Context: an optimization exercise on an open-source flow, tuned for small area. The choices shown serve that exercise and are no tape-out recipe. Function was checked by simulation only, so behaviour that the tests miss may differ from the original. In runs 1 and 3 to 8 the design's own scripts or RTL, not TritonCTS, make the clock network. The clock port is modelled as an ideal driver, which makes a skipped or thinned clock tree look cheaper than it is; a real chip needs a root buffer or a tree. Power figures rest on the tool's default switching activity, not on a simulated workload.

**design.v**
```verilog
`timescale 1ns / 100ps
module HBRIDGE (
    input        PCLK,
    input        WR,
    input        HOLD,
    input  [1:0] WDATA,
    output reg [1:0] HBRIDGE_CMD
);
always @(posedge PCLK)
    HBRIDGE_CMD <= ({2{WR}} & WDATA) | ({2{HOLD}} & HBRIDGE_CMD);
endmodule
`timescale 1ns / 100ps
module PWM #(
    parameter [31:0] DEFAULT_PERIOD_CC = 32'd5000,
    parameter [31:0] DEFAULT_PULSE_WIDTH_CC = 32'd2500
)
(
    input         PCLK,
    input         PRESERN,
    input         WR_PERIOD,     
    input         HOLD_PERIOD,   
    input         WR_WIDTH,
    input         HOLD_WIDTH,
    input  [31:0] PWDATA,
    output [31:0] PERIOD,
    output [31:0] WIDTH,
    output        PWM_OUT
);
localparam [31:0] PX = 32'hFFFFFFFF;
localparam [31:0] WX = 32'hFFFFFFFF;
localparam [31:0] CX = 32'h00000000;
reg [31:0] P_S, W_S, C_S;
assign PERIOD = P_S ^ PX;
assign WIDTH  = W_S ^ WX;
wire [31:0] COUNT = C_S ^ CX;
always @(posedge PCLK) begin
    P_S <= (({32{WR_PERIOD}} & PWDATA) | ({32{HOLD_PERIOD}} & PERIOD)
         | ({32{~WR_PERIOD & ~HOLD_PERIOD}} & DEFAULT_PERIOD_CC)) ^ PX;
    W_S <= (({32{WR_WIDTH}} & PWDATA) | ({32{HOLD_WIDTH}} & WIDTH)
         | ({32{~WR_WIDTH & ~HOLD_WIDTH}} & DEFAULT_PULSE_WIDTH_CC)) ^ WX;
end
wire CLR = ~PRESERN | (COUNT == PERIOD);
wire [32:0] K;                   
assign K[0] = 1'b1;
genvar i;
generate for (i = 0; i < 32; i = i + 1) begin : g_cnt
    assign K[i+1] = K[i] & COUNT[i];
end endgenerate
always @(posedge PCLK)
    C_S <= ({32{~CLR}} & (COUNT ^ K[31:0])) ^ CX;
wire [32:0] L;
assign L[0] = 1'b0;
generate for (i = 0; i < 32; i = i + 1) begin : g_lt
    assign L[i+1] = (COUNT[i] ^ WIDTH[i]) ? WIDTH[i] : L[i];
end endgenerate
assign PWM_OUT = L[32];
endmodule
`timescale 1ns / 100ps
module MOTOR (
    input  [31:0] PADDR,
    input         PCLK,
    input         PENABLE,
    input         PRESERN,
    input         PSEL,
    input  [31:0] PWDATA,
    input         PWRITE,
    output [1:0]  HBRIDGE_CMD,
    output [31:0] PRDATA,
    output        PREADY,
    output        PSLVERR,
    output        PWM_OUT
);
assign PREADY = 1'b1;
assign PSLVERR = 1'b0;
wire HI_ZERO = (PADDR[15:4] == 12'd0) & (PADDR[1:0] == 2'd0);
wire SEL_CMD = HI_ZERO & (PADDR[3:2] == 2'd0);
wire SEL_PER = HI_ZERO & (PADDR[3:2] == 2'd2);
wire SEL_WID = HI_ZERO & (PADDR[3:2] == 2'd3);
wire WE       = PSEL & PENABLE & PWRITE & PRESERN;
wire WR_CMD   = WE & SEL_CMD;
wire WR_PER   = WE & SEL_PER;
wire WR_WID   = WE & SEL_WID;
wire HOLD_CMD = PRESERN & ~WR_CMD;
wire HOLD_PER = PRESERN & ~WR_PER;
wire HOLD_WID = PRESERN & ~WR_WID;
wire [31:0] PERIOD, WIDTH;
HBRIDGE HBRIDGE_0 (
    .PCLK(PCLK), .WR(WR_CMD), .HOLD(HOLD_CMD), .WDATA(PWDATA[1:0]),
    .HBRIDGE_CMD(HBRIDGE_CMD));
PWM PWM_0 (
    .PCLK(PCLK), .PRESERN(PRESERN),
    .WR_PERIOD(WR_PER), .HOLD_PERIOD(HOLD_PER),
    .WR_WIDTH(WR_WID), .HOLD_WIDTH(HOLD_WID),
    .PWDATA(PWDATA),
    .PERIOD(PERIOD), .WIDTH(WIDTH),
    .PWM_OUT(PWM_OUT));
assign PRDATA = ({32{SEL_PER}} & PERIOD) | ({32{SEL_WID}} & WIDTH);
endmodule
```
**flow/run.sh**
```bash
#!/bin/bash
# Own layout flow: the standard layout (standard.sh) with
#  - synthesis whose abc step maps for area (flow/synth.tcl, flow/area.abc),
#    and without the adder mapping step;
#  - port buffers of the smallest buffer cell;
#  - a clock tree of four clock buffers fed by the clock port, each driving
#    the flip-flops nearest to it (flow/clock.tcl, run by ORFS's cts step).
# Each step's full output goes to a log file in the work folder.
set -euo pipefail
W=$PWD
VARS=(
  "SYNTH_SCRIPT=$W/flow/synth.tcl"
  "ADDER_MAP_FILE="
  "BUFFER_PORTS_ARGS=-buffer_cell sky130_fd_sc_hd__buf_1"
  "PRE_CTS_TCL=$W/flow/clock.tcl"
)
bash standard.sh "${VARS[@]}" synth > $W/synth.log 2>&1
bash standard.sh "${VARS[@]}" finish > $W/layout.log 2>&1
```
**flow/area.abc**
```
strash
&get -n
&dch -f
&nf -a -R 1000
&st
&dch -f
&nf -a -R 1000
&st
&dch -f
&nf -a -R 1000
&st
&dch -f
&nf -a -R 1000
&put
```
**flow/clock.tcl**
```tcl
# Clock distribution without a clock tree synthesis run: the flip-flops are
# split into groups by place (k-means on their locations), and each group's
# clock pins are driven by one clock buffer placed at the group's centroid.
# The clock port feeds only these buffers.
proc my_clock_buffers { master_name ngroups } {
  set db [ord::get_db]
  set block [ord::get_db_block]
  set master [$db findMaster $master_name]
  set port_net [$block findNet PCLK]
  $port_net setSigType CLOCK
  set pins {}
  foreach it [$port_net getITerms] {
    set box [[$it getInst] getBBox]
    lappend pins [list $it [expr {([$box xMin] + [$box xMax]) / 2.0}] [expr {([$box yMin] + [$box yMax]) / 2.0}]]
  }
  set pins [lsort -real -index 1 $pins]
  set n [llength $pins]
  # start from groups of the pins sorted by x
  set cx {}; set cy {}
  for {set g 0} {$g < $ngroups} {incr g} {
    set p [lindex $pins [expr {int(($g + 0.5) * $n / $ngroups)}]]
    lappend cx [lindex $p 1]; lappend cy [lindex $p 2]
  }
  for {set iter 0} {$iter < 50} {incr iter} {
    set sx [lrepeat $ngroups 0.0]; set sy [lrepeat $ngroups 0.0]; set cnt [lrepeat $ngroups 0]
    set assign {}
    foreach p $pins {
      set best 0; set bd 1e30
      for {set g 0} {$g < $ngroups} {incr g} {
        set d [expr {abs([lindex $p 1] - [lindex $cx $g]) + abs([lindex $p 2] - [lindex $cy $g])}]
        if {$d < $bd} { set bd $d; set best $g }
      }
      lappend assign $best
      lset sx $best [expr {[lindex $sx $best] + [lindex $p 1]}]
      lset sy $best [expr {[lindex $sy $best] + [lindex $p 2]}]
      lset cnt $best [expr {[lindex $cnt $best] + 1}]
    }
    for {set g 0} {$g < $ngroups} {incr g} {
      if {[lindex $cnt $g] > 0} {
        lset cx $g [expr {[lindex $sx $g] / [lindex $cnt $g]}]
        lset cy $g [expr {[lindex $sy $g] / [lindex $cnt $g]}]
      }
    }
  }
  for {set g 0} {$g < $ngroups} {incr g} {
    if {[lindex $cnt $g] == 0} { continue }
    set net [odb::dbNet_create $block clknet_${g}_PCLK]
    $net setSigType CLOCK
    set inst [odb::dbInst_create $block $master clkbuf_${g}_PCLK]
    [$inst findITerm A] connect $port_net
    [$inst findITerm X] connect $net
    $inst setLocation [expr {int([lindex $cx $g])}] [expr {int([lindex $cy $g])}]
    $inst setPlacementStatus PLACED
    set k 0
    foreach p $pins a $assign {
      if {$a == $g} { set it [lindex $p 0]; $it disconnect; $it connect $net; incr k }
    }
    puts "clock buffer clkbuf_${g}_PCLK ($master_name) drives $k flip-flops"
  }
}

# cts.tcl sources this file (PRE_CTS_TCL) just before it builds the clock
# tree; the tree is built here instead: four clock buffers, each driving the
# clock pins of the flip-flops nearest to it.
proc clock_tree_synthesis { args } {
  my_clock_buffers sky130_fd_sc_hd__clkbuf_16 4
}
```
**flow/synth.tcl**
```tcl
# The standard synthesis (synth_recipe.tcl in the work folder), with abc
# mapping for area: abc is given the script area.abc in place of ORFS's.
set flow_dir [file dirname [file normalize [info script]]]
set area_script [file join $flow_dir area.abc]
proc abc {args} {
  set i [lsearch -exact $args -script]
  if { $i >= 0 } {
    set args [lreplace $args $i [expr { $i + 1 }] -script $::area_script]
  }
  yosys abc {*}$args
}
source [file join [file dirname $flow_dir] synth_recipe.tcl]
```
**standard.sh**
```bash
#!/bin/bash
# synth_recipe.tcl (not shown) runs the flow's synth.tcl, then flattens the netlist and writes it again
# the make line also repeats each setting of config.mk as NAME=value (left out here)
make -C /OpenROAD-flow-scripts/flow DESIGN_CONFIG=/design/flow/config.mk WORK_HOME=/design/flow/orfs CLKGATE_MAP_FILE= SYNTH_SCRIPT=/design/flow/synth_recipe.tcl "${@:-finish}"
```
**config.mk**
```make
export PLATFORM = sky130hd
export DESIGN_NAME = MOTOR
export DESIGN_NICKNAME = MOTOR
export VERILOG_FILES = /design/flow/design.v
export SDC_FILE = /design/flow/constraint.sdc
export NUM_CORES = 4
export LEC_CHECK = 0
export CAP_MARGIN = 0
export CORE_MARGIN = 2
export CORE_UTILIZATION = 70
export GPL_TIMING_DRIVEN = 0
export SLEW_MARGIN = 0
```
**constraint.sdc**
```tcl
create_clock -name core_clock -period 8.0 [get_ports {PCLK}]
set_input_delay 1.6000 -clock core_clock [delete_from_list [all_inputs] [get_ports {PCLK}]]
set_output_delay 1.6000 -clock core_clock [all_outputs]
set_load 0.01 [all_outputs]
```
==> run summary, run 1 <==
max-cap viol count 0; Die W 79.0 µm; gpl congestion 0.891; FF-to-FF setup slack 2.48 ns; CP Capture Type output port; post-synth top area share 49.8%; synthesized area 0.00394 mm²; Seq pwr share 66.5%; critical path required time 6.40 ns; Setup WS post-layout 2.35 ns; Synth Instances 453; FF-to-FF path depth 20; Pins Over Slew Limit 0; Area after DPL 0.00446 mm²; Synth Register Bits 98; Fin. Hold Viols 0; share of cells above drive strength 1 3.27%; Setup TNS 0 ns; Vias per Instance 6.75; Die ar. 0.00624 mm²; post-CTS setup repair buffer count 0; final setup vio count 0; vias in the first global route 3808; Fmax 177 MHz; Sw Ratio 19.6%; Switch Pwr 0.145 mW; RSZ-0062 raised after global routing false; drt pass-1 iters 5; final WL 11400 µm; leak pwr 1.49 nW; global-route wire length before repair 18200 µm; hold-fix buffers at CTS 0; # nets final 622; crit-path max FO 7; CORE AREA 0.00547 mm²; Slew @ Worst Pin 1.36 ns; RR Startpoint PWM_0.C_S[0]; Starting Density 72.0%; clock skew 0.0187 ns; WS Path Type register to output port; Clk network pwr share 29.0%; outcome finished clean; most frequent cell after synthesis dfxtp_1; Slew HR 9.52%; worst r2r dst PWM_0.C_S[31]; synth cell count leaders dfxtp_1 (98), a21oi_1 (85), nor2_1 (78), o22ai_1 (47), nor3_1 (19); placed wire-length estimate 7880 µm; Crit path arrival time 4.05 ns; final instance area 0.00456 mm²; Top Ports 106; Post-Place Setup Slack 2.76 ns; Area contributors post-synth dfxtp_1 (50%), a21oi_1 (11%), o22ai_1 (7.5%), nor2_1 (7.4%), nor3_1 (2.4%); area grow syn2layout 15.7%; post-cts repair resize count 0; Post-synth EDFFs 0; Max VDD drop 161 µV; sequential area share after synthesis 49.8%; Iter 0 DRT Violations 402; largest net degree at the start of global routing 35; Synth Flop Type dfxtp_1; crit share post-route 70.6%; GR Overflow Total 0; clock latency (worst-skew pair) 0.16 ns; Worst Setup SP PWM_0.C_S[1]; crit path to PWM_OUT; Die Ht 79.0 µm; Row Count 27; drc violations 0; Synth Warn # 2; number of antenna diodes 0; leading area contributor after synthesis dfxtp_1; Setup crit start kind register; Worst Hold Class register to register; Final Critical Period 5.65 ns; syn_nets 522; Buffers on Ports 87; ys async rst share 0%; antenna violations before repair 0; Pwr per Cell Area 162 mW/mm²; Final Core Density 83.3%; via count 4206; Worst-path clk slew 0.09 ns; antenna-violating nets left 0; Wirelength per Cell 18.2 µm; Synth cell types 30; Global Route Usage Sum 35.7%; combinational power share 4.6%; Pint 0.594 mW; Mean Syn Cell Area 8.70 µm²
[sequential cells by signal, indices dropped and copies added (netlist names)]
| name | cells |
|---|---|
| PWM_0.C_S | 32 |
| PWM_0.P_S | 32 |
| PWM_0.W_S | 32 |
| HBRIDGE_0.HBRIDGE_CMD | 2 |
[critical path: stages (launching register included)]
cell and delay [ns]:
dfxtp_1 0.47, a211oi_1 0.11, o21ai_0 0.18, o221ai_1 0.15
a21oi_1 0.15, a221oi_1 0.07, o21ai_0 0.22, o221ai_1 0.19
a21oi_1 0.22, a221oi_1 0.07, o21ai_0 0.19, o221ai_1 0.14
a21oi_1 0.18, a221oi_1 0.07, o21ai_0 0.20, o221ai_1 0.16
a21oi_1 0.17, a221oi_1 0.07, o21ai_0 0.17, o221ai_1 0.13
a21oi_1 0.21, a221o_1 0.15, o21ai_0 0.09, buf_1 0.14
[area by class of cell]
cell class,instances,area [µm²]
Timing Repair Buffer,94,409
Multi-Input combinational cell,352,1980
Inverter,1,3.75
Sequential cell,98,1960
Fill cell,385,913
Tap cell,72,90.1
Buffer,6,115
[routing by layer]
metal  vias up  track usage [%]  share of wire, %
li1       1948                -                 -
met1      1968             49.0                40
met2       255             62.1                48
met3        35             2.61               8.8
met4         0             7.93               2.5
met5         -                0                 0
[worst min path at each step]
stage	start	end	slack, ns	depth (start not counted)
detailed placement	HBRIDGE_0.HBRIDGE_CMD[1]	HBRIDGE_0.HBRIDGE_CMD[1]	0.46	1
global placement	HBRIDGE_0.HBRIDGE_CMD[1]	HBRIDGE_0.HBRIDGE_CMD[1]	0.46	1
finish	HBRIDGE_0.HBRIDGE_CMD[1]	HBRIDGE_0.HBRIDGE_CMD[1]	0.49	1
global route	HBRIDGE_0.HBRIDGE_CMD[1]	HBRIDGE_0.HBRIDGE_CMD[1]	0.51	1
CTS	HBRIDGE_0.HBRIDGE_CMD[1]	HBRIDGE_0.HBRIDGE_CMD[1]	0.47	1
floorplan	PWM_0.C_S[0]	PWM_0.C_S[0]	0.47	1
[power groups by stage]
stage | Clock, mW | Combinational [mW] | Sequential, mW
after floorplan | 0 | 0.0127 | 0.502
after global placement | 0 | 0.0280 | 0.502
after detailed placement | 0 | 0.0323 | 0.502
after CTS | 0.164 | 0.0327 | 0.502
after global routing | 0.226 | 0.0364 | 0.491
final | 0.214 | 0.0337 | 0.491
[layout by cell type, fill, tap and decap left out]
cell type	n
a2111oi_0	3
a211oi_1	2
a21oi_1	85
a221o_1	1
a221oi_1	9
a22o_1	7
a22oi_1	11
a311oi_1	1
and2_0	8
and3_1	11
buf_1	87
buf_4	5
buf_8	4
clkbuf_16	4
clkinv_1	1
conb_1	2
dfxtp_1	98
nand2_1	6
nand3_1	2
nand4_1	4
nor2_1	76
nor2_2	2
nor2b_1	5
nor3_1	19
nor4_1	5
o211ai_1	1
o21a_1	7
o21ai_0	16
o21ai_2	2
o221ai_1	7
o22ai_1	47
o41ai_2	1
or3_1	1
xnor2_1	7
xor2_1	4
[logic make-up (layout without fill, tap and decap cells)]
| group | after synthesis | in the layout | share of synthesized area (%) |
|---|---|---|---|
| AO/OA/AOI/OAI | 200 | 200 | 31.0 |
| XOR/XNOR | 11 | 11 | 2.45 |
| buffers and inverters | 3 | 101 | 0.476 |
| flip-flops | 98 | 98 | 49.8 |
| other | 2 | 2 | 0.191 |
| AND/OR/NAND/NOR | 139 | 139 | 16.1 |
[stage by stage]
| stage | hold slack, ns | power [mW] | cells |
|---|---|---|---|
| after floorplan | 0.467 | 0.514 | 453 |
| after global placement | 0.461 | 0.530 | 612 |
| after detailed placement | 0.463 | 0.535 | 619 |
| after CTS | 0.467 | 0.699 | 623 |
| after global routing | 0.515 | 0.754 | 623 |
| final | 0.489 | 0.739 | 623 |
==> run 2: changes to the inputs <==
--- a/config.mk
+++ b/config.mk
@@ -7,6 +7,5 @@
 export LEC_CHECK = 0
-export CAP_MARGIN = 0
+export CAP_MARGIN = 20
 export CORE_MARGIN = 2
-export CORE_UTILIZATION = 70
-export GPL_TIMING_DRIVEN = 0
-export SLEW_MARGIN = 0
+export CORE_UTILIZATION = 80
+export SLEW_MARGIN = 20
==> run 2 against run 1 <==
The run now fails in global placement. Area after synthesis unchanged. Synthesized cell count unchanged.
==> run summary, run 2 <==
leading area contributor after synthesis dfxtp_1; sequential area share after synthesis 49.8% (unchanged); Post-synth EDFFs 0 (unchanged); syn_nets 522 (unchanged); Synth Flop Type dfxtp_1; outcome stopped before the end; post-synth top area share 49.8% (unchanged); synth cell count leaders dfxtp_1 (98), a21oi_1 (85), nor2_1 (78), o22ai_1 (47), nor3_1 (19); Synth cell types 30 (unchanged); Top Ports 106 (unchanged); synthesized area 0.00394 mm² (unchanged); Stopped at global placement; Die Ht 74.2 µm (-6.1%); Synth Warn # 2 (unchanged); Die W 74.2 µm (-6.1%); Synth Instances 453 (unchanged); ys async rst share 0% (unchanged); Err [ERROR GPL-0301] Utilization 103.784 % exceeds 100%.; most frequent cell after synthesis dfxtp_1; Mean Syn Cell Area 8.70 µm² (unchanged); Buffers on Ports 87 (unchanged); Area contributors post-synth dfxtp_1 (50%), a21oi_1 (11%), o22ai_1 (7.5%), nor2_1 (7.4%), nor3_1 (2.4%); Starting Density 83.4% (+11 points); Synth Register Bits 98 (unchanged); Row Count 25 (-7.4%)
run 2: cell counts after synthesis:
Identical to the previous run, type by type.
run 2: kinds of logic after synthesis:
group	count (synthesis)	share of synthesized area, %
buffers and inverters	3	0.476
DFF	98	49.8
other	2	0.191
xor gates and xnor gates	11	2.45
and+or+nand+nor	139	16.1
AOI/OAI and AO/OA	200	31.0
==> run 3: changes to the inputs <==
--- a/config.mk
+++ b/config.mk
@@ -9,3 +9,3 @@
 export CORE_MARGIN = 2
-export CORE_UTILIZATION = 80
+export CORE_UTILIZATION = 60
 export SLEW_MARGIN = 20
==> run 3 against run 2 <==
Now clean on timing, DRC and antenna. Area after synthesis is the same. Synthesized cell count unchanged.
==> run summary, run 3 <==
Row Count 29 (+16%); metal2 WL 5100 µm; Buffers on Ports 87 (unchanged); outcome finished clean; gpl congestion 0.924; biggest regs PWM_0.C_S x32, PWM_0.P_S x32, PWM_0.W_S x32; CORE AREA 0.00635 mm²; Area contributors post-synth dfxtp_1 (50%), a21oi_1 (11%), o22ai_1 (7.5%), nor2_1 (7.4%), nor3_1 (2.4%); leak pwr 1.49 nW; area grow syn2layout 15.0%; vias in the first global route 3642; Power, Total 0.734 mW; Pint 0.592 mW; syn_nets 522 (unchanged); highest metal used met4; Post-synth EDFFs 0 (unchanged); final setup vio count 0; combinational power share 4.3%; GR Overflow Total 0; critical path required time 6.40 ns; Pins Over Slew Limit 0; synthesized area 0.00394 mm² (unchanged); Setup WS post-layout 2.56 ns; most frequent cells in the layout dfxtp_1 (98), buf_1 (87), a21oi_1 (85); Crit path arrival time 3.84 ns; Cells after DPL 622; share of cells above drive strength 1 2.91%; global-route wire length before repair 17500 µm; Met1 Wirelength 4740 µm; Post-Place Setup Slack 2.76 ns; crit share post-route 68.0%; via count 3999; Wirelength per Cell 17.5 µm; Synth Register Bits 98 (unchanged); Fin. Hold Viols 0; Register Area 0.00196 mm²; Synth Instances 453 (unchanged); Iter 0 DRT Violations 314; Final Core Density 71.4%; leading area contributor after synthesis dfxtp_1; Setup crit start kind register; routed length on met3 960 µm; antenna violations before repair 0; post-synth top area share 49.8% (unchanged); Final Critical Period 5.44 ns; final WL 11000 µm; number of antenna diodes 0; worst hold margin 0.492 ns; Global Route Usage Sum 29.0%; Area after DPL 0.00443 mm²; WS Path Type register to output port; post-cts repair resize count 0; hold-fix buffers at CTS 0; post-CTS setup repair buffer count 0; Max VDD drop 159 µV; crit-path max FO 7; Switch Pwr 0.142 mW; Worst-path clk slew 0.09 ns; Vias per Instance 6.39; Pwr per Cell Area 162 mW/mm²; multi-input combinational cell area 0.00199 mm²; sequential area share after synthesis 49.8% (unchanged); Fmax 184 MHz; drt pass-1 iters 5; final instance area 0.00453 mm²; drc violations 0; largest net degree at the start of global routing 35; Worst Hold Class register to register; max-cap viol count 0; Synth Warn # 2 (unchanged); FF-to-FF setup slack 2.59 ns; Slew @ Worst Pin 0.836 ns; Starting Density 62.0% (-21 points); ys async rst share 0% (unchanged); synth cell count leaders dfxtp_1 (98), a21oi_1 (85), nor2_1 (78), o22ai_1 (47), nor3_1 (19); Mean Syn Cell Area 8.70 µm² (unchanged); Slew HR 44.2%; placed wire-length estimate 7920 µm; commonest non-fill, non-tap cell in the layout dfxtp_1; antenna-violating nets left 0; clock latency (worst-skew pair) 0.17 ns; Synth Flop Type dfxtp_1; Seq pwr share 66.9%; Setup TNS 0 ns; Die W 85.0 µm (+15%); Clk network pwr share 28.8%; Synth cell types 30 (unchanged); RSZ-0062 raised after global routing false; non-filler cells, final 626; fill count 545; CP Capture Type output port; Die ar. 0.00723 mm²; most frequent cell after synthesis dfxtp_1; Sw Ratio 19.3%; Top Ports 106 (unchanged); clock skew 0.0254 ns; # nets final 620; Die Ht 85.0 µm (+15%)
run 3: cell counts after synthesis:
No cell type changed its count.
run 3: cell type report:
| class | instances | share of cell area [%] |
|---|---|---|
| Buffer | 4 | 2.21 |
| Inverter | 1 | 0.0828 |
| Multi-Input combinational cell | 352 | 43.9 |
| Sequential cell | 98 | 43.3 |
| Tap cell | 77 | 2.13 |
| Timing Repair Buffer | 94 | 8.37 |
run 3: power groups by stage:
stage               logic (mW)  registers (mW)  clock network (mW)
floorplan               0.0127           0.502                   0
global placement        0.0294           0.502                   0
detailed placement      0.0308           0.502                   0
CTS                     0.0309           0.502               0.164
global route            0.0342           0.491               0.229
finish                  0.0314           0.491               0.211
run 3: final timing paths:
path                                                from                       end  depth (start not counted)
worst min-delay path            HBRIDGE_0.HBRIDGE_CMD[0]  HBRIDGE_0.HBRIDGE_CMD[0]                          1
worst max register to register              PWM_0.C_S[0]             PWM_0.C_S[31]                         20
worst max-delay path                        PWM_0.C_S[1]                   PWM_OUT                         23
worst min register to register  HBRIDGE_0.HBRIDGE_CMD[0]  HBRIDGE_0.HBRIDGE_CMD[0]                          1
run 3: logic make-up after synthesis:
| logic type | share of synthesized area, % |
|---|---|
| other | 0.191 |
| xor gates and xnor gates | 2.45 |
| and+or+nand+nor | 16.1 |
| DFF | 49.8 |
| buffers and inverters | 0.476 |
| AOI/OAI and AO/OA | 31.0 |
run 3: routing by layer:
layer | up-vias | GRT usage (%)
met2 | 207 | 48.8
met1 | 1848 | 41.1
li1 | 1930 | -
met5 | - | 0
met4 | 0 | 5.92
met3 | 14 | 2.43
run 3: worst max-delay path, cell delays in order (launching register included):
cell and delay, ns:
dfxtp_1 0.39, a211oi_1 0.25, o21ai_0 0.11, o221ai_1 0.09, a21oi_1 0.10, a221oi_1 0.23, o21ai_0 0.14, o221ai_1 0.08
a21oi_1 0.13, a221oi_1 0.23, o21ai_0 0.14, o221ai_1 0.09, a21oi_1 0.10, a221oi_1 0.24, o21ai_0 0.14, o221ai_1 0.09
a21oi_1 0.11, a221oi_1 0.21, o21ai_0 0.13, o221ai_1 0.09, a21oi_1 0.09, a221o_1 0.25, o21ai_0 0.08, buf_1 0.17
==> run 4: changes to the inputs <==
--- a/config.mk
+++ b/config.mk
@@ -9,3 +9,3 @@
 export CORE_MARGIN = 2
-export CORE_UTILIZATION = 60
+export CORE_UTILIZATION = 70
 export SLEW_MARGIN = 20
==> run 4 against run 3 <==
Still clean on timing, DRC and antenna. Clock power hardly changed. Die area is 14% lower. Maximum frequency down 3.8%. Routed wire length rose by 2.3%. Synthesized cell count stayed put. Critical endpoint unchanged. Highest routed layer unchanged.
==> run summary, run 4 <==
metal2 WL 5500 µm (+7.8%); clock skew 0.0165 ns (-0.00897 ns); Area contributors post-synth dfxtp_1 (50%), a21oi_1 (11%), o22ai_1 (7.5%), nor2_1 (7.4%), nor3_1 (2.4%); multi-input combinational cell area 0.00200 mm² (+0.38%); synth cell count leaders dfxtp_1 (98), a21oi_1 (85), nor2_1 (78), o22ai_1 (47), nor3_1 (19); leading area contributor after synthesis dfxtp_1; syn_nets 522 (unchanged); buffers and inverters on the worst path 1 (unchanged); Starting Density 72.0% (+9.9 points); post-cts repair resize count 0 (unchanged); CP Capture Type output port; global-route wire length before repair 17700 µm (+1.2%); antenna-violating nets left 0 (unchanged); CORE AREA 0.00547 mm² (-14%); Mean Syn Cell Area 8.70 µm² (unchanged); Worst Hold Class register to register; most frequent cells in the layout dfxtp_1 (98), buf_1 (87), a21oi_1 (85); Synth Instances 453 (unchanged); Max VDD drop 143 µV (-10%); drc violations 0 (unchanged); Buffers on Ports 87 (unchanged); crit path cell chain a211oi_1 -> o21ai_0 -> o221ai_1 -> a21oi_1 -> a221oi_1 -> o21ai_0 -> o221ai_1 -> a21oi_1 -> a221oi_1 -> o21ai_0 -> o221ai_1 -> a21oi_1 -> a221oi_1 -> o21ai_0 -> o221ai_1 -> a21oi_1 -> a221oi_1 -> o21ai_0 -> o221ai_1 -> a21oi_1 -> a221o_1 -> o21ai_0 -> buf_1; Synth Flop Type dfxtp_1; placed wire-length estimate 7790 µm (-1.6%); Register Area 0.00196 mm² (unchanged); ys async rst share 0% (unchanged); post-synth top area share 49.8% (unchanged); Fin. Hold Viols 0 (unchanged); Wirelength per Cell 18.1 µm (+3.3%); # nets final 619 (-0.16%); vias in the first global route 3667 (+0.69%); sequential area share after synthesis 49.8% (unchanged); crit-path max FO 7 (unchanged); CP max-delay cell dfxtp_1; Power, Total 0.736 mW (+0.30%); Synth Warn # 2 (unchanged); Fmax 177 MHz (-3.8%); crit share post-route 70.7% (+2.7 points); Final Core Density 82.7% (+11 points); Final Critical Period 5.65 ns (+0.216 ns); Synth cell types 30 (unchanged); Post-synth EDFFs 0 (unchanged); Top Ports 106 (unchanged); final setup vio count 0 (unchanged); synthesized area 0.00394 mm² (unchanged); outcome finished clean; Crit path arrival time 4.05 ns (+0.21 ns); FF-to-FF path depth 20 (unchanged); fill count 380 (-30%); Worst-path clk slew 0.10 ns (about the same); WS Path Type register to output port; hold depth 1 (unchanged); family with the most delay on the worst path compound AO/OA/AOI/OAI gates; Die Ht 79.0 µm (-7.1%); highest metal used met4; via count 4154 (+3.9%); Slew @ Worst Pin 0.927 ns (+0.0910 ns); Crit path depth 23 (unchanged); clock latency (worst-skew pair) 0.17 ns (about the same); drt pass-1 iters 5 (unchanged); antenna violations before repair 0 (unchanged); gpl congestion 0.915 (-1.0%); area grow syn2layout 14.9%; Die W 79.0 µm (-7.1%); most frequent cell after synthesis dfxtp_1; Vias per Instance 6.70 (+4.9%); biggest regs PWM_0.C_S x32, PWM_0.P_S x32, PWM_0.W_S x32; commonest non-fill, non-tap cell in the layout dfxtp_1; Iter 0 DRT Violations 432 (+38%); FF-to-FF setup slack 2.59 ns (about the same); largest net degree at the start of global routing 35 (unchanged); Met1 Wirelength 4470 µm (-5.6%); final WL 11200 µm (+2.3%); Setup crit start kind register; Synth Register Bits 98 (unchanged); routed length on met3 976 µm (+1.7%); Setup TNS 0 ns (unchanged); leak pwr 1.49 nW (-0.26%); Slew HR 38.2% (-6.1 points); share of cells above drive strength 1 2.74% (-0.18 points); Pins Over Slew Limit 0 (unchanged); RSZ-0062 raised after global routing false; critical path required time 6.40 ns (about the same); Largest stage delay, worst path 0.39 ns (about the same); Most Frequent Cell on Critical Path o21ai_0; GR Overflow Total 0 (unchanged); Pwr per Cell Area 163 mW/mm² (+0.44%); post-CTS setup repair buffer count 0 (unchanged); Global Route Usage Sum 34.9% (+5.9 points); Row Count 27 (-6.9%); number of antenna diodes 0 (unchanged); Die ar. 0.00624 mm² (-14%); max-cap viol count 0 (unchanged); hold-fix buffers at CTS 0 (unchanged)
run 4: cell counts after synthesis:
No cell type changed its count.
run 4: area by class of cell:
type | count | area share (%)
multi-input cells | 352 | 44.2
flip-flops and latches | 98 | 43.4
repair buffers | 93 | 8.21
plain buffers | 4 | 2.21
well taps | 72 | 1.99
inverters | 1 | 0.0829
run 4: power by group:
part / switching [mW] / internal (mW) / total, mW
sequential: 0.00230 / 0.489 / 0.491
combinational: 0.0197 / 0.0116 / 0.0313
clock: 0.122 / 0.0918 / 0.214
total: 0.144 / 0.592 / 0.736
run 4: final timing paths:
kind	end	start
worst min register to register	HBRIDGE_0.HBRIDGE_CMD[1]	HBRIDGE_0.HBRIDGE_CMD[1]
worst max-delay path	PWM_OUT	PWM_0.C_S[1]
worst min-delay path	HBRIDGE_0.HBRIDGE_CMD[1]	HBRIDGE_0.HBRIDGE_CMD[1]
worst max register to register	PWM_0.C_S[31]	PWM_0.C_S[0]
run 4: cells by family (layout without fill, tap and decap cells):
kind of cell | count (synthesis) | in the layout | share of synthesized area (%)
xor+xnor | 11 | 11 | 2.45
compound gates | 200 | 200 | 31.0
flops | 98 | 98 | 49.8
other cells | 2 | 2 | 0.191
buf+inv | 3 | 98 | 0.476
simple gates | 139 | 139 | 16.1
run 4: stage by stage:
stage,instance area (µm²),std cells,setup slack (ns),hold WS [ns]
5_1_grt,4530,620,2.09,0.522
3_5_place_dp,4410,616,2.72,0.475
3_3_place_gp,4410,616,2.85,0.461
2_1_floorplan,3940,453,3.38,0.467
4_1_cts,4510,620,2.65,0.481
6_report,4530,620,2.35,0.501
run 4: layer usage:
| metal | global-route usage (%) | vias to the layer above |
|---|---|---|
| li1 | - | 1934 |
| met1 | 48.1 | 1959 |
| met2 | 59.7 | 234 |
| met3 | 3.18 | 27 |
| met4 | 8.45 | 0 |
| met5 | 0 | - |
==> run 5: changes to the inputs <==
--- a/flow/run.sh
+++ b/flow/run.sh
@@ -5,3 +5,3 @@
 #  - port buffers of the smallest buffer cell;
-#  - a clock tree of four clock buffers fed by the clock port, each driving
+#  - a clock tree of four buffers fed by the clock port, each driving
 #    the flip-flops nearest to it (flow/clock.tcl, run by ORFS's cts step).
--- a/flow/clock.tcl
+++ b/flow/clock.tcl
@@ -62,6 +62,6 @@
 # cts.tcl sources this file (PRE_CTS_TCL) just before it builds the clock
-# tree; the tree is built here instead: four clock buffers, each driving the
+# tree; the tree is built here instead: four buffers, each driving the
 # clock pins of the flip-flops nearest to it.
 proc clock_tree_synthesis { args } {
-  my_clock_buffers sky130_fd_sc_hd__clkbuf_16 4
+  my_clock_buffers sky130_fd_sc_hd__buf_12 4
 }
--- a/config.mk
+++ b/config.mk
@@ -10,2 +10,3 @@
 export CORE_UTILIZATION = 70
+export GPL_TIMING_DRIVEN = 0
 export SLEW_MARGIN = 20
==> run 5 against run 4 <==
Register-to-register slack lost 0.06 ns. Global-route usage increased by 0.49 points. Sequential share of layout area fell by 0.21 points. Utilization grew 0.41 points. Sequential power barely moved. Total power is 1.1% lower. Critical path type unchanged. Highest routed layer unchanged.
==> run summary, run 5 <==
Die ar. 0.00624 mm² (unchanged); largest net degree at the start of global routing 35 (unchanged); synthesized area 0.00394 mm² (unchanged); Global Route Usage Sum 35.4% (+0.49 points); RSZ-0062 raised after global routing false; hold-fix buffers at CTS 0 (unchanged); Max VDD drop 172 µV (+20%); Worst Setup SP PWM_0.C_S[1]; Fmax 181 MHz (+2.4%); leak pwr 1.47 nW (-1.3%); CORE AREA 0.00547 mm² (unchanged); Register Area 0.00196 mm² (unchanged); Slew HR 40.9% (+2.7 points); critical path required time 6.40 ns (about the same); syn_nets 522 (unchanged); Worst Hold Class register to register; Slew @ Worst Pin 0.887 ns (-0.0403 ns); Synth cell types 30 (unchanged); crit-path max FO 7 (unchanged); CP Capture Type output port; clock skew 0.0174 ns (+0.000977 ns); clock latency (worst-skew pair) 0.14 ns (-0.03 ns); number of antenna diodes 0 (unchanged); crit share post-route 69.0% (-1.7 points); area grow syn2layout 15.4%; outcome finished clean; Starting Density 72.0% (unchanged); Clk network pwr share 28.1% (-0.9 points); Switch Pwr 0.145 mW (+0.81%); post-CTS setup repair buffer count 0 (unchanged); final WL 11100 µm (-0.53%); Row Count 27 (unchanged); Top Ports 106 (unchanged); Area contributors post-synth dfxtp_1 (50%), a21oi_1 (11%), o22ai_1 (7.5%), nor2_1 (7.4%), nor3_1 (2.4%); post-cts repair resize count 0 (unchanged); most frequent cells in the layout dfxtp_1 (98), buf_1 (87), a21oi_1 (85); Buffers on Ports 87 (unchanged); Setup WS post-layout 2.48 ns (+0.133 ns); ys async rst share 0% (unchanged); Seq pwr share 67.5% (+0.8 points); WS Path Type register to output port; biggest regs PWM_0.C_S x32, PWM_0.P_S x32, PWM_0.W_S x32; commonest non-fill, non-tap cell in the layout dfxtp_1; Synth Warn # 2 (unchanged); Crit path arrival time 3.92 ns (-0.13 ns); most frequent cell after synthesis dfxtp_1; Iter 0 DRT Violations 396 (-8.3%); RR Startpoint PWM_0.C_S[0]; fill count 382 (+0.53%); Setup crit start kind register; drt pass-1 iters 6 (+1); Synth Instances 453 (unchanged); Pins Over Slew Limit 0 (unchanged); combinational power share 4.4% (about the same); Sw Ratio 19.9% (+0.39 points); post-synth top area share 49.8% (unchanged); sequential area share after synthesis 49.8% (unchanged); Pwr per Cell Area 160 mW/mm² (-1.6%); leading area contributor after synthesis dfxtp_1; gpl congestion 0.891 (-2.6%); GR Overflow Total 0 (unchanged); Wirelength per Cell 17.9 µm (-0.69%); Fin. Hold Viols 0 (unchanged); synth cell count leaders dfxtp_1 (98), a21oi_1 (85), nor2_1 (78), o22ai_1 (47), nor3_1 (19); multi-input combinational cell area 0.00201 mm² (+0.50%); drc violations 0 (unchanged); Post-Place Setup Slack 2.72 ns (+0.00428 ns); Worst-path clk slew 0.10 ns (about the same); vias in the first global route 3821 (+4.2%); # nets final 620 (+0.16%); global-route wire length before repair 18100 µm (+2.1%); Post-synth EDFFs 0 (unchanged); HP Start HBRIDGE_0.HBRIDGE_CMD[1]; Vias per Instance 6.69 (-0.19%); final setup vio count 0 (unchanged); max-cap viol count 0 (unchanged); share of cells above drive strength 1 3.28% (+0.54 points); Setup TNS 0 ns (unchanged); Die W 79.0 µm (unchanged); Synth Flop Type dfxtp_1; via count 4153 (-0.024%); Synth Register Bits 98 (unchanged); Pint 0.583 mW (-1.6%); antenna violations before repair 0 (unchanged); placed wire-length estimate 7750 µm (-0.55%); antenna-violating nets left 0 (unchanged); Final Critical Period 5.52 ns (-0.133 ns); Mean Syn Cell Area 8.70 µm² (unchanged); Die Ht 79.0 µm (unchanged)
## run 5: cell count changes in the layout (fill, tap and decap cells not counted), sizes merged
| cell | delta |
|---|---|
| buf | +5 |
| clkbuf | -4 |
## run 5: final timing paths
kind	to	slack, ns	cells after the start
max	PWM_OUT	2.48	23
min	HBRIDGE_0.HBRIDGE_CMD[1]	0.50	1
max reg2reg	PWM_0.C_S[31]	2.53	20
min reg2reg	HBRIDGE_0.HBRIDGE_CMD[1]	0.50	1
## run 5: worst max-delay path, stage by stage (launching register included)
cell and delay (ns):
dfxtp_1 0.46, a211oi_1 0.11, o21ai_0 0.19, o221ai_1 0.15, a21oi_1 0.15, a221oi_1 0.06
o21ai_0 0.21, o221ai_1 0.17, a21oi_1 0.21, a221oi_1 0.07, o21ai_0 0.18, o221ai_1 0.13
a21oi_1 0.18, a221oi_1 0.06, o21ai_0 0.20, o221ai_1 0.15, a21oi_1 0.17, a221oi_1 0.08
o21ai_0 0.22, o221ai_1 0.14, a21oi_1 0.15, a221o_1 0.12, o21ai_0 0.08, buf_1 0.14
## run 5: kinds of logic after synthesis
logic type	share of synthesized area (%)
simple gates	16.1
buf+inv	0.476
other cells	0.191
xor+xnor	2.45
compound gates	31.0
flops	49.8
## run 5: cell type report
class / instances / area share (%)
multi-input cells: 352 / 44.2
well taps: 72 / 1.98
flip-flops and latches: 98 / 43.1
plain buffers: 6 / 2.09
repair buffers: 92 / 8.56
inverters: 1 / 0.0825
## run 5: routing by layer
metal	part of all wire (%)	track usage, %	vias to the layer above	wire length (µm)
li1	-	-	1938	-
met1	40	48.3	1935	4460
met2	49	62.5	253	5470
met3	9.1	2.39	27	1010
met4	1.8	6.72	0	206
met5	0	0	-	0
## run 5: power by group through the flow
stage          combinational, mW  clock [mW]  sequential (mW)
6_report                  0.0322       0.204            0.491
5_1_grt                   0.0351       0.218            0.491
4_1_cts                   0.0314       0.155            0.502
3_5_place_dp              0.0312           0            0.502
3_3_place_gp              0.0280           0            0.502
2_1_floorplan             0.0127           0            0.502
## run 5: metrics by stage
step / util, % / total power [mW] / cell area, µm² / hold WS [ns] / std cells
after CTS: 83.1 / 0.689 / 4550 / 0.478 / 621
after floorplan: - / 0.514 / 3940 / 0.467 / 453
after detailed placement: 81.6 / 0.534 / 4470 / 0.472 / 617
after global placement: 79.6 / 0.530 / 4360 / 0.461 / 612
after global routing: 83.1 / 0.745 / 4550 / 0.534 / 621
final: 83.1 / 0.728 / 4550 / 0.503 / 621
==> run 6: changes to the inputs <==
--- a/config.mk
+++ b/config.mk
@@ -10,3 +10,2 @@
 export CORE_UTILIZATION = 70
-export GPL_TIMING_DRIVEN = 0
 export SLEW_MARGIN = 20
==> run 6 against run 5 <==
Synthesized cell count unchanged. Clock skew down 0.00092 ns. Sequential power about the same. Die area unchanged. Worst hold slack better by 0.00052 ns. Via count down 0.17%. Routed wire length about the same. Critical path depth unchanged. Total power down 0.43%. Maximum frequency down 3.1%. Area after synthesis unchanged. Largest power group unchanged.
==> run summary, run 6 <==
Die W 79.0 µm (unchanged); antenna-violating nets left 0 (unchanged); CORE AREA 0.00547 mm² (unchanged); Synth Flop Type dfxtp_1; final setup vio count 0 (unchanged); Power, Total 0.724 mW (-0.43%); Slew @ Worst Pin 0.871 ns (-0.0158 ns); Worst-path clk slew 0.11 ns (about the same); most frequent cells in the layout dfxtp_1 (98), buf_1 (87), a21oi_1 (85); share of cells above drive strength 1 2.74% (-0.54 points); Mean Syn Cell Area 8.70 µm² (unchanged); Global Route Usage Sum 34.6% (-0.76 points); Fin. Hold Viols 0 (unchanged); Setup TNS 0 ns (unchanged); gpl congestion 0.915 (+2.7%); Synth Warn # 2 (unchanged); Final Core Density 82.3% (-0.78 points); Synth Register Bits 98 (unchanged); Crit path arrival time 4.10 ns (+0.18 ns); Area contributors post-synth dfxtp_1 (50%), a21oi_1 (11%), o22ai_1 (7.5%), nor2_1 (7.4%), nor3_1 (2.4%); biggest regs PWM_0.C_S x32, PWM_0.P_S x32, PWM_0.W_S x32; syn_nets 522 (unchanged); Synth Instances 453 (unchanged); Area after DPL 0.00441 mm² (-1.2%); Fmax 176 MHz (-3.1%); leak pwr 1.48 nW (+0.53%); clock skew 0.0165 ns (-0.000920 ns); Pins Over Slew Limit 0 (unchanged); Cells after DPL 616 (-0.16%); final instance area 0.00451 mm² (-0.94%); drc violations 0 (unchanged); antenna violations before repair 0 (unchanged); leading area contributor after synthesis dfxtp_1; synthesized area 0.00394 mm² (unchanged); ys async rst share 0% (unchanged); WS Path Type register to output port; Switch Pwr 0.143 mW (-1.7%); final WL 11100 µm (about the same); critical path required time 6.40 ns (about the same); Vias per Instance 6.69 (about the same); post-synth top area share 49.8% (unchanged); Die Ht 79.0 µm (unchanged); Sw Ratio 19.7% (-0.25 points); number of antenna diodes 0 (unchanged); Post-Place Setup Slack 2.72 ns (-0.00428 ns); commonest non-fill, non-tap cell in the layout dfxtp_1; Post-synth EDFFs 0 (unchanged); post-CTS setup repair buffer count 0 (unchanged); crit share post-route 71.2% (+2.2 points); outcome finished clean; post-cts repair resize count 0 (unchanged); RSZ-0062 raised after global routing false; global-route wire length before repair 17700 µm (-2.4%); drt pass-1 iters 5 (-1); Slew HR 41.9% (+1.1 points); Setup crit start kind register; Pint 0.582 mW (-0.12%); GR Overflow Total 0 (unchanged); vias in the first global route 3649 (-4.5%); Row Count 27 (unchanged); Wirelength per Cell 18.0 µm (about the same); # nets final 619 (-0.16%); area grow syn2layout 14.4%; clock latency (worst-skew pair) 0.14 ns (about the same); worst hold margin 0.504 ns (+0.000518 ns); Clk network pwr share 27.9% (-0.2 points); via count 4146 (-0.17%); Top Ports 106 (unchanged); CP Capture Type output port; largest net degree at the start of global routing 35 (unchanged); Final Critical Period 5.70 ns (+0.178 ns); synth cell count leaders dfxtp_1 (98), a21oi_1 (85), nor2_1 (78), o22ai_1 (47), nor3_1 (19); max-cap viol count 0 (unchanged); Pwr per Cell Area 161 mW/mm² (+0.51%); Buffers on Ports 87 (unchanged); Seq pwr share 67.8% (+0.3 points); Max VDD drop 135 µV (-22%); Register Area 0.00196 mm² (unchanged); Starting Density 72.0% (unchanged); Setup WS post-layout 2.30 ns (-0.178 ns); Die ar. 0.00624 mm² (unchanged); Iter 0 DRT Violations 420 (+6.1%); crit-path max FO 7 (unchanged); hold-fix buffers at CTS 0 (unchanged); Synth cell types 30 (unchanged); placed wire-length estimate 7790 µm (+0.55%); non-filler cells, final 620 (-0.16%); multi-input combinational cell area 0.00200 mm² (-0.50%); Worst Hold Class register to register; most frequent cell after synthesis dfxtp_1; combinational power share 4.3% (about the same); sequential area share after synthesis 49.8% (unchanged); fill count 389 (+1.8%)
## run 6: changes by cell type in the layout (fill, tap and decap cells not counted), sizes merged
cell and change:
buf -1
## run 6: layer usage
metal / track usage, % / part of all wire (%) / vias to the layer above
met3: 1.70 / 9.0 / 36
met5: 0 / 0 / -
li1: - / - / 1934
met2: 59.8 / 48 / 252
met1: 48.6 / 40 / 1924
met4: 7.41 / 2.4 / 0
## run 6: cell type report
cell class / instances / area share (%)
repair buffers: 93 / 8.25
inverters: 1 / 0.0833
plain buffers: 4 / 1.78
multi-input cells: 352 / 44.3
well taps: 72 / 2.00
flip-flops and latches: 98 / 43.5
## run 6: worst paths after layout
path | from | end | slack, ns | cells after the start
worst min register to register | HBRIDGE_0.HBRIDGE_CMD[1] | HBRIDGE_0.HBRIDGE_CMD[1] | 0.50 | 1
worst min-delay path | HBRIDGE_0.HBRIDGE_CMD[1] | HBRIDGE_0.HBRIDGE_CMD[1] | 0.50 | 1
worst max-delay path | PWM_0.C_S[1] | PWM_OUT | 2.30 | 23
worst max register to register | PWM_0.C_S[0] | PWM_0.C_S[31] | 2.59 | 20
## run 6: kinds of logic after synthesis
kind of cell	synth area share, %
AOI/OAI and AO/OA	31.0
and+or+nand+nor	16.1
DFF	49.8
xor gates and xnor gates	2.45
buffers and inverters	0.476
other	0.191
## run 6: power groups by stage
stage	clock [mW]	sequential, mW	combinational (mW)
CTS	0.155	0.502	0.0300
global route	0.218	0.491	0.0340
detailed placement	0	0.502	0.0298
finish	0.202	0.491	0.0312
global placement	0	0.502	0.0284
floorplan	0	0.502	0.0127
## run 6: worst max-delay path, cell delays in order, from the launching register on
cell	delay [ns]
dfxtp_1	0.46
a211oi_1	0.11
o21ai_0	0.18
o221ai_1	0.15
a21oi_1	0.15
a221oi_1	0.06
o21ai_0	0.29
o221ai_1	0.22
a21oi_1	0.21
a221oi_1	0.07
o21ai_0	0.21
o221ai_1	0.17
a21oi_1	0.18
a221oi_1	0.08
o21ai_0	0.19
o221ai_1	0.16
a21oi_1	0.18
a221oi_1	0.08
o21ai_0	0.17
o221ai_1	0.14
a21oi_1	0.15
a221o_1	0.12
o21ai_0	0.08
buf_1	0.14
==> run 7: changes to the inputs <==
--- a/config.mk
+++ b/config.mk
@@ -7,5 +7,5 @@
 export LEC_CHECK = 0
-export CAP_MARGIN = 20
+export CAP_MARGIN = 0
 export CORE_MARGIN = 2
 export CORE_UTILIZATION = 70
-export SLEW_MARGIN = 20
+export SLEW_MARGIN = 0
==> run 7 against run 6 <==
Still clean on timing, DRC and antenna. Combinational power down 2%. Register-to-register slack worse by 0.02 ns. First-iteration DRC count down 6.7%. Critical path depth unchanged. Maximum frequency up 1.6%. Sequential share of layout area up 0.18 points. Sequential cell count unchanged. Cell area down 0.42%. Utilization down 0.34 points. Worst hold slack about the same. Worst setup slack better by 0.090 ns. Highest routed layer unchanged.
==> run summary, run 7 <==
GR Util met3 3.07% (+1.4 points); Iter 0 DRT Violations 392 (-6.7%); Mean Syn Cell Area 8.70 µm² (unchanged); antenna violations before repair 0 (unchanged); Sw Ratio 19.6% (-0.054 points); most frequent cells in the layout dfxtp_1 (98), buf_1 (87), a21oi_1 (85); leak pwr 1.45 nW (-1.6%); Seq pwr share 67.9% (about the same); Synth Flop Type dfxtp_1; antenna-violating nets left 0 (unchanged); synthesized area 0.00394 mm² (unchanged); Wirelength per Cell 17.9 µm (-0.11%); outcome finished clean; Worst-path clk slew 0.10 ns (about the same); Starting Density 72.0% (unchanged); clock skew 0.0145 ns (-0.00206 ns); number of antenna diodes 0 (unchanged); synth cell count leaders dfxtp_1 (98), a21oi_1 (85), nor2_1 (78), o22ai_1 (47), nor3_1 (19); HP Start HBRIDGE_0.HBRIDGE_CMD[1]; WS Path Type register to output port; share of cells above drive strength 1 2.74% (unchanged); grt met1 use 49.7% (+1.1 points); syn_nets 522 (unchanged); leading area contributor after synthesis dfxtp_1; FF-to-FF setup slack 2.57 ns (-0.02 ns); Fin. Hold Viols 0 (unchanged); post-synth top area share 49.8% (unchanged); global-route wire length before repair 17700 µm (+0.27%); FF-to-FF path depth 20 (unchanged); post-cts repair resize count 0 (unchanged); ys async rst share 0% (unchanged); hold depth 1 (unchanged); RR Startpoint PWM_0.C_S[0]; largest net degree at the start of global routing 35 (unchanged); Die W 79.0 µm (unchanged); Synth Instances 453 (unchanged); via count 4113 (-0.80%); worst hold path endpoint HBRIDGE_0.HBRIDGE_CMD[1]; GR Overflow Total 0 (unchanged); Pint 0.582 mW (about the same); Switch Pwr 0.142 mW (-0.40%); area grow syn2layout 13.9%; Setup crit start kind register; RSZ-0062 raised after global routing false; drc violations 0 (unchanged); Area contributors post-synth dfxtp_1 (50%), a21oi_1 (11%), o22ai_1 (7.5%), nor2_1 (7.4%), nor3_1 (2.4%); Final Critical Period 5.61 ns (-0.0895 ns); Top Ports 106 (unchanged); Die Ht 79.0 µm (unchanged); Post-synth EDFFs 0 (unchanged); Slew HR 12.7% (-29 points); # nets final 619 (unchanged); Max VDD drop 151 µV (+12%); critical path required time 6.40 ns (about the same); commonest non-fill, non-tap cell in the layout dfxtp_1; Die ar. 0.00624 mm² (unchanged); sequential area share after synthesis 49.8% (unchanged); most frequent cell after synthesis dfxtp_1; final WL 11100 µm (-0.11%); Global Route Usage Sum 34.7% (+0.065 points); combinational power share 4.2% (about the same); CP Capture Type output port; vias in the first global route 3678 (+0.79%); Synth Register Bits 98 (unchanged); Final Core Density 82.0% (-0.34 points); Crit path arrival time 4.01 ns (-0.09 ns); gr busiest metal met2; biggest regs PWM_0.C_S x32, PWM_0.P_S x32, PWM_0.W_S x32; drt pass-1 iters 6 (+1); crit-path max FO 7 (unchanged); gpl congestion 0.915 (unchanged); max-cap viol count 0 (unchanged); Slew @ Worst Pin 1.29 ns (+0.424 ns); Synth cell types 30 (unchanged); Pins Over Slew Limit 0 (unchanged); clock latency (worst-skew pair) 0.14 ns (about the same); Synth Warn # 2 (unchanged); CORE AREA 0.00547 mm² (unchanged); Power, Total 0.724 mW (-0.13%); placed wire-length estimate 7850 µm (+0.82%); Setup TNS 0 ns (unchanged); Clk network pwr share 27.9% (about the same); Pwr per Cell Area 161 mW/mm² (+0.29%); post-CTS setup repair buffer count 0 (unchanged); Worst Hold Class register to register; met2 Use GR 57.6% (-2.2 points); hold-fix buffers at CTS 0 (unchanged); Vias per Instance 6.63 (-0.80%); final setup vio count 0 (unchanged); Row Count 27 (unchanged); worst r2r dst PWM_0.C_S[31]; Fmax 178 MHz (+1.6%); Buffers on Ports 87 (unchanged); crit share post-route 70.1% (-1.1 points)
==> run 7: logic make-up after synthesis <==
| group | after synthesis | synth area share, % |
|---|---|---|
| AOI/OAI and AO/OA | 200 | 31.0 |
| and+or+nand+nor | 139 | 16.1 |
| buffers and inverters | 3 | 0.476 |
| other | 2 | 0.191 |
| DFF | 98 | 49.8 |
| xor gates and xnor gates | 11 | 2.45 |
==> run 7: power by group through the flow <==
stage	Clock, mW	Combinational [mW]	Sequential, mW
6_report	0.202	0.0305	0.491
3_5_place_dp	0	0.0296	0.502
3_3_place_gp	0	0.0284	0.502
2_1_floorplan	0	0.0127	0.502
4_1_cts	0.155	0.0297	0.502
5_1_grt	0.219	0.0330	0.491
==> run 7: final cells by class <==
class,instances,area [µm²]
sequential,98,1960
fill,385,986
timing repair buffer,93,372
tap,72,90.1
inverter,1,3.75
multi-input combinational,352,1980
buffer,4,80.1
==> run 7: worst max-delay path, cell delays in order, from the launching register on <==
cell      delay, ns
dfxtp_1        0.39
a211oi_1       0.25
o21ai_0        0.12
o221ai_1       0.09
a21oi_1        0.09
a221oi_1       0.21
o21ai_0        0.18
o221ai_1       0.11
a21oi_1        0.12
a221oi_1       0.23
o21ai_0        0.14
o221ai_1       0.09
a21oi_1        0.09
a221oi_1       0.28
o21ai_0        0.15
o221ai_1       0.11
a21oi_1        0.11
a221oi_1       0.26
o21ai_0        0.14
o221ai_1       0.09
a21oi_1        0.10
a221o_1        0.26
o21ai_0        0.07
buf_1          0.18
==> run 7: metal layers <==
metal  wire length, µm  up-vias
met5                 0        -
met4               206        0
met3              1070       24
met2              5280      243
met1              4570     1915
li1                  -     1931
==> run 7: worst max path at each step <==
| stage | cells past startpoint | from | endpoint | slack, ns |
|---|---|---|---|---|
| CTS | 20 | PWM_0.C_S[0] | PWM_0.C_S[31] | 2.71 |
| detailed placement | 23 | PWM_0.C_S[1] | PWM_OUT | 2.72 |
| floorplan | 20 | PWM_0.C_S[0] | PWM_0.C_S[30] | 3.38 |
| global placement | 23 | PWM_0.C_S[1] | PWM_OUT | 2.85 |
| finish | 23 | PWM_0.C_S[1] | PWM_OUT | 2.39 |
| global route | 23 | PWM_0.C_S[1] | PWM_OUT | 2.13 |
==> run 7: metrics by stage <==
stage,hold slack (ns),cells,setup WS [ns],area [µm²]
global route,0.522,620,2.13,4490
finish,0.504,620,2.39,4490
global placement,0.461,616,2.85,4410
floorplan,0.467,453,3.38,3940
detailed placement,0.475,616,2.72,4410
CTS,0.481,620,2.71,4490
==> run 8: changes to the inputs <==
--- a/config.mk
+++ b/config.mk
@@ -9,3 +9,3 @@
 export CORE_MARGIN = 2
-export CORE_UTILIZATION = 70
+export CORE_UTILIZATION = 75
 export SLEW_MARGIN = 0
==> run 8 against run 7 <==
Sequential cell count did not move. Combinational power barely moved. Via count rose by 3.4%. Utilization rose by 6.2 points. Worst hold slack got worse by 0.012 ns. Worst setup slack got worse by 0.18 ns. Total power barely moved. Register-to-register slack got worse by 0.19 ns. First-iteration DRC count rose by 35%. Critical path type unchanged. Critical endpoint unchanged.
==> run summary, run 8 <==
outcome finished clean; Fmax 173 MHz (-3.1%); met2 Use GR 66.8% (+9.2 points); largest net degree at the start of global routing 37 (+5.7%); CP Capture Type output port; final WL 11600 µm (+4.7%); Clk network pwr share 27.9% (about the same); drt pass-1 iters 5 (-1); non-filler cells, final 617 (-0.48%); syn_nets 522 (unchanged); Buffers on Ports 87 (unchanged); sequential area share after synthesis 49.8% (unchanged); share of cells above drive strength 1 2.56% (-0.18 points); CORE AREA 0.00507 mm² (-7.3%); Switch Pwr 0.142 mW (-0.32%); Synth Register Bits 98 (unchanged); biggest regs PWM_0.C_S x32, PWM_0.P_S x32, PWM_0.W_S x32; placed wire-length estimate 7780 µm (-0.96%); antenna-violating nets left 0 (unchanged); Global Route Usage Sum 38.2% (+3.5 points); Pwr per Cell Area 162 mW/mm² (+0.16%); # nets final 618 (-0.16%); Seq pwr share 67.9% (about the same); Crit path arrival time 4.18 ns (+0.17 ns); Final Core Density 88.2% (+6.2 points); commonest non-fill, non-tap cell in the layout dfxtp_1; Area after DPL 0.00440 mm² (-0.23%); global-route wire length before repair 18700 µm (+5.5%); hold-fix buffers at CTS 0 (unchanged); crit share post-route 72.3% (+2.2 points); leading area contributor after synthesis dfxtp_1; clock latency (worst-skew pair) 0.13 ns (about the same); Synth Flop Type dfxtp_1; Iter 0 DRT Violations 528 (+35%); Mean Syn Cell Area 8.70 µm² (unchanged); RSZ-0062 raised after global routing false; Worst-path clk slew 0.10 ns (about the same); gpl congestion 0.905 (-1.1%); Die W 76.5 µm (-3.2%); synthesized area 0.00394 mm² (unchanged); Setup crit start kind register; final setup vio count 0 (unchanged); Setup WS post-layout 2.22 ns (-0.177 ns); grt met1 use 49.2% (-0.47 points); antenna violations before repair 0 (unchanged); Setup TNS 0 ns (unchanged); Wirelength per Cell 18.9 µm (+5.2%); Die Ht 76.5 µm (-3.2%); drc violations 0 (unchanged); Slew @ Worst Pin 1.40 ns (+0.103 ns); vias in the first global route 3967 (+7.9%); Synth Instances 453 (unchanged); Area contributors post-synth dfxtp_1 (50%), a21oi_1 (11%), o22ai_1 (7.5%), nor2_1 (7.4%), nor3_1 (2.4%); Post-synth EDFFs 0 (unchanged); Synth cell types 30 (unchanged); Pint 0.581 mW (about the same); RR Startpoint PWM_0.C_S[1]; ys async rst share 0% (unchanged); combinational power share 4.2% (about the same); Vias per Instance 6.89 (+3.9%); area grow syn2layout 13.6%; via count 4251 (+3.4%); Max VDD drop 136 µV (-9.9%); Top Ports 106 (unchanged); GR Overflow Total 0 (unchanged); Final Critical Period 5.78 ns (+0.177 ns); HP Start HBRIDGE_0.HBRIDGE_CMD[0]; Die ar. 0.00585 mm² (-6.3%); Worst Hold Class register to register; most frequent cells in the layout dfxtp_1 (98), buf_1 (87), a21oi_1 (85); critical path required time 6.40 ns (about the same); Slew HR 6.61% (-6.1 points); GR Util met3 6.40% (+3.3 points); Cells after DPL 613 (-0.49%); max-cap viol count 0 (unchanged); Sw Ratio 19.6% (-0.050 points); Fin. Hold Viols 0 (unchanged); WS Path Type register to output port; crit-path max FO 7 (unchanged); most frequent cell after synthesis dfxtp_1; post-synth top area share 49.8% (unchanged); Post-Place Setup Slack 2.58 ns (-0.134 ns); Worst Setup SP PWM_0.C_S[1]; final instance area 0.00448 mm² (-0.22%); Starting Density 77.6% (+5.6 points); post-cts repair resize count 0 (unchanged); gr busiest metal met2; number of antenna diodes 0 (unchanged); leak pwr 1.45 nW (-0.29%); Synth Warn # 2 (unchanged); post-CTS setup repair buffer count 0 (unchanged); Pins Over Slew Limit 0 (unchanged); clock skew 0.00905 ns (-0.00541 ns); Row Count 26 (-3.7%); synth cell count leaders dfxtp_1 (98), a21oi_1 (85), nor2_1 (78), o22ai_1 (47), nor3_1 (19)
-- run 8: cell counts after synthesis --
No cell type changed its count.
-- run 8: worst paths after layout --
check,end,slack [ns],depth (start not counted)
min,HBRIDGE_0.HBRIDGE_CMD[0],0.49,1
max reg2reg,PWM_0.C_S[31],2.38,20
max,PWM_OUT,2.22,23
min reg2reg,HBRIDGE_0.HBRIDGE_CMD[0],0.49,1
-- run 8: layout make-up --
type                            instances  area [µm²]
Buffer                                  4        80.1
Fill cell                             286         598
Inverter                                1        3.75
Multi-Input combinational cell        352        1980
Sequential cell                        98        1960
Tap cell                               70        87.6
Timing Repair Buffer                   92         364
-- run 8: layer usage --
layer  vias to the layer above  routed length (µm)
li1                       1935                   -
met1                      1925                4270
met2                       349                5740
met3                        42                1370
met5                         -                   0
met4                         0                 268
-- run 8: power by group through the flow --
| stage | Combinational, mW | Clock (mW) | Sequential (mW) |
|---|---|---|---|
| floorplan | 0.0127 | 0 | 0.502 |
| global placement | 0.0280 | 0 | 0.502 |
| detailed placement | 0.0292 | 0 | 0.502 |
| CTS | 0.0294 | 0.155 | 0.502 |
| global route | 0.0330 | 0.215 | 0.491 |
| finish | 0.0304 | 0.201 | 0.491 |
-- run 8: critical path, cell delays in order, from the launching register on --
cell	delay (ns)
dfxtp_1	0.40
a211oi_1	0.25
o21ai_0	0.12
o221ai_1	0.10
a21oi_1	0.11
a221oi_1	0.30
o21ai_0	0.17
o221ai_1	0.14
a21oi_1	0.14
a221oi_1	0.22
o21ai_0	0.14
o221ai_1	0.10
a21oi_1	0.10
a221oi_1	0.31
o21ai_0	0.15
o221ai_1	0.12
a21oi_1	0.12
a221oi_1	0.25
o21ai_0	0.13
o221ai_1	0.08
a21oi_1	0.09
a221o_1	0.25
o21ai_0	0.07
buf_1	0.18
-- run 8: through the flow --
stage / hold WS (ns) / total power, mW
after detailed placement: 0.465 / 0.532
after global routing: 0.515 / 0.739
final: 0.492 / 0.723
after global placement: 0.457 / 0.530
after CTS: 0.472 / 0.687
after floorplan: 0.467 / 0.514
-- run 8: cells by family (layout without fill, tap and decap cells) --
kind of cell	after synthesis	count (layout)	share of synthesized area [%]
other cells	2	2	0.191
xor+xnor	11	11	2.45
flops	98	98	49.8
compound gates	200	200	31.0
buf+inv	3	97	0.476
simple gates	139	139	16.1

static timing again, ports no longer ideal:
How much do the figures lean on ideal ports? The routed layouts below were timed once more, with nothing changed but the port constraints. Step 1, drivers: a clkbuf_16 drives PCLK and a buf_2 each remaining input, both assumed. Step 2 adds t to the input delays and takes it off the output delays; t is the mean of the earliest and latest rising clock arrival at the registers after step 1. Input paths then give back, and output paths get back, about the clock's delay inside the block. a / b / c = ideal ports / drivers / drivers and shift; a / b = the first two.
run	t, ns	setup WS [ns]	worst setup path after step 2	worst register clock-pin slew, ns
run 1	0.229	2.349 / 2.274 / 2.483	register to register	0.10 / 0.10
run 3	0.233	2.564 / 2.486 / 2.587	register to register	0.11 / 0.11
run 4	0.231	2.348 / 2.274 / 2.505	register to output	0.10 / 0.10
run 5	0.212	2.481 / 2.400 / 2.526	register to register	0.11 / 0.11
run 6	0.213	2.303 / 2.222 / 2.435	register to output	0.11 / 0.11
run 7	0.214	2.392 / 2.309 / 2.523	register to output	0.10 / 0.10
run 8	0.214	2.215 / 2.131 / 2.345	register to output	0.10 / 0.10
After both steps every run listed still meets setup and hold.
